What follows belongs to an exercise in optimizing a design on an open flow for small area, a short achievable clock period and few clock cycles; a production flow would make more cautious choices. In this exercise RTL edits were held to simulation tests only and were not proved equivalent to the original. Power and IR drop assume default switching activity.

Design CORE, start of the top module:
module CORE(
  clk,
  rst_n,
  in_valid,
  in_data,
  out_valid,
  out_data
);
Size: ~9,600 cells after synthesis, ~2,900 flip-flops, about 110,000 µm² of cells after synthesis.
export LEC_CHECK = 0
export CAP_MARGIN = 20
export CORE_MARGIN = 2
export CORE_UTILIZATION = 60
export CTS_CLUSTER_DIAMETER = 120
export CTS_CLUSTER_SIZE = 24
export SETUP_SLACK_MARGIN = 5.0
export SLEW_MARGIN = 20
create_clock -name core_clock -period 8.0 [get_ports {clk}]
run.sh (not shown) runs the stock make flow with config.mk's settings and CLKGATE_MAP_FILE= SYNTH_SCRIPT=/design/flow/synth_recipe.tcl, a recipe that flattens the netlist after the stock synthesis.
The starting point went through all stages and came out clean.
Testbench counts at the start, summed over its fixed seeds: cycles 24,880.
Change:
- CORE_UTILIZATION: 60 -> 62
- CTS_CLUSTER_DIAMETER: 120 -> 110
- CTS_CLUSTER_SIZE: 24 -> 20
What happened: Global-route usage went up by 1.7 points. Via count went up by 1.4%. First-iteration DRC count is higher by 13%. Final cell count hardly moves.
Change:
- CORE_UTILIZATION: 62 -> 60
- CTS_CLUSTER_DIAMETER: 110 -> 130
- CTS_CLUSTER_SIZE: 20 -> 27
=> Power shrinks by 5.3%; synthesized cell count stays the same; register-to-register slack gains 60 ps.


Another version of the RTL of CORE (not shown whole).
Size: ~2,900 flip-flops, ~36 I/O pins, roughly 0.11 mm^2 of cells after synthesis.
make LEC_CHECK=0 CAP_MARGIN=20 CORE_MARGIN=2 CORE_UTILIZATION=58 CTS_CLUSTER_DIAMETER=110 CTS_CLUSTER_SIZE=20 SETUP_SLACK_MARGIN=5.0 SLEW_MARGIN=20 finish   # period 8.0 ns
Testbench counts at the start, summed over its fixed seeds: cycles 24,880.
Change:
CORE_UTILIZATION = 65   (was 58)
CTS_CLUSTER_DIAMETER = 120   (was 110)
CTS_CLUSTER_SIZE = 22   (was 20)
The changed run finished with timing, DRC and antenna clean.
Fmax is lower by a little under a tenth.
Count of clock-buffer cells in the layout is lower by 12.
Hold slack is better by 0.017 ns.
Flip-flop and latch count is unchanged.


## P
Another version of the RTL of CORE (not shown whole).
Size in the first run: about 9800 cells after synthesis, ~36 I/O pins.
clock: 8.0 ns
lec_check: 0
cap_margin: 20
core_margin: 2
core_utilization: 55
cts_buf_list: sky130_fd_sc_hd__clkbuf_8
cts_cluster_size: 30
setup_slack_margin: 4.6
slew_margin: 20
Testbench counts of P, summed over its fixed seeds: cycles 25,008.
Relative to P, the following input files were edited for Q:
Settings: clearing CTS_CLUSTER_SIZE, which used to be 30; clearing CTS_BUF_LIST, which used to be sky130_fd_sc_hd__clkbuf_8; swapping 55 for 50 in CORE_UTILIZATION; swapping 4.6 for 5.0 in SETUP_SLACK_MARGIN.
--- outcome ---
Worst setup path endpoint = n_kMeans.ty[2][9]$_DFF_P_: Q; worst setup path endpoint = n_kMeans.ty[0][9]$_DFF_P_: P. [compare] base=P new=Q: first-iteration DRC count shows a reduction of 76, worst hold slack shows an increase of 0.035 ns, post-route met1 wirelength shows an increase of 4.2%, top achievable clock speed shows an increase of 3.9 MHz. Summary of Q over P: non-clock buffer count has increased, setup slack of the critical path after layout has increased.
Modified inputs, R compared to Q
Settings: swapping 5.0 for 4.6 in SETUP_SLACK_MARGIN.
### Flow results
R vs. Q: post-synthesis net count held, chip height held.
Comparing R and Q, the lower first-pass GRT wire length is on R.
Compare R and Q | final worst-path setup slack lower: Q
R vs Q: cell area down by a few percent
Going from Q to R, clock-buffer cell count shows a reduction of about 4%; buffer depth of the longest clock path closely matched the old numbers; worst-case vdd ir drop went down 21%.
Comparing R and Q, reported clock group power is lower on R.
Share of layout cells above drive strength 1: R < Q
Going from Q to R, power share of the clock group shrinks by 0.7 points.


CORE, a different RTL version from the one above (not shown whole).
For scale: ~36 I/O pins, roughly 0.11 mm^2 of cells after synthesis.
==> flow/design.v (excerpt) <==
module CORE(
  clk,
  rst_n,
  in_valid,
  in_data,
  out_valid,
  out_data
);
clock: 8.0 ns
lec_check: 0
cap_margin: 20
core_margin: 2
core_utilization: 70
cts_cluster_diameter: 100
cts_cluster_size: 18
setup_slack_margin: 5.0
slew_margin: 20
The starting point ended with an error in global routing (5_1_grt) (GRT-0116).
Testbench counts at the start, summed over its fixed seeds: cycles 24,944.
Edit:
Settings changed: CORE_UTILIZATION 70 to 65, CTS_CLUSTER_DIAMETER 100 to 120, CTS_CLUSTER_SIZE 18 to 22.
Result: Now the flow completed without violations; area after synthesis does not change; synthesized cell count stays the same.
Edit:
Settings changed: CORE_UTILIZATION 65 to 50, CTS_CLUSTER_DIAMETER 120 to unset, CTS_CLUSTER_SIZE 22 to unset.
After rerunning: Die area goes up by 30%. Power rises by 16%. Via count shrinks by 2.3%. Area after synthesis does not change. Cell area goes up by 5.5%. Clock skew goes up by 0.036 ns. Setup slack got worse by 0.0084 ns. Fmax is about the same. Worst hold slack got worse by 0.047 ns.
Edit:
Settings changed: ABC_AREA set to 1, CORE_UTILIZATION 50 to 62.
The new run completed with no timing, DRC or antenna violations.
Power went down by 1.0%.
Sequential cell count is unchanged.
Sequential share of layout area went up by 0.16 points.
Setup slack degrades by 0.14 ns.
Sequential power went up by about 7%.
Wire length went up by 3.2%.
Worst hold slack improves by 0.049 ns.
Design area went down by 0.33%.
Via count went up by 11%.
Critical path depth went down by 12.
Final cell count went up by 8.3%.

[what the ideal ports hide]
Ports are ideal in the flow. The routed layouts listed here were re-timed in OpenROAD.
Step 1: set_driving_cell puts a clkbuf_16 on clk and a buf_2 on each other input, an assumption about the parent block.
Step 2 moves the port delays by t, midway between the first and last clock arrival at a register: inputs arrive t later, outputs are due t later. That takes back most of the time a late clock gives input paths.
a / b / c = ideal ports / drivers / drivers and shift; a / b = the first two.
run | t, ns | setup slack, ns | pins driven straight from the clock port
the first run of note 1 | 0.916 | 4.949 / 4.949 / 4.258 | 1
the second run of note 1 | 0.955 | 4.929 / 4.910 / 4.013 | 1
the third run of note 1 | 0.939 | 4.990 / 4.961 / 4.273 | 1
the first run of note 2 | 0.935 | 4.901 / 4.901 / 4.071 | 1
the second run of note 2 | 0.919 | 4.623 / 4.623 / 4.160 | 1
P | 1.140 | 4.605 / 4.605 / 4.385 | 1
Q | 0.978 | 4.650 / 4.650 / 4.503 | 1
R | 0.990 | 4.662 / 4.578 / 4.369 | 1
the second run of note 4 | 0.936 | 4.833 / 4.743 / 4.340 | 1
the third run of note 4 | 1.005 | 4.825 / 4.825 / 4.227 | 1
the fourth run of note 4 | 0.982 | 4.686 / 4.594 / 4.315 | 1
After both steps setup and hold are still met in every run listed. The setup slack of the second run of note 1, which loses most, moves by -0.019 ns with the drivers and by -0.916 ns with both steps.
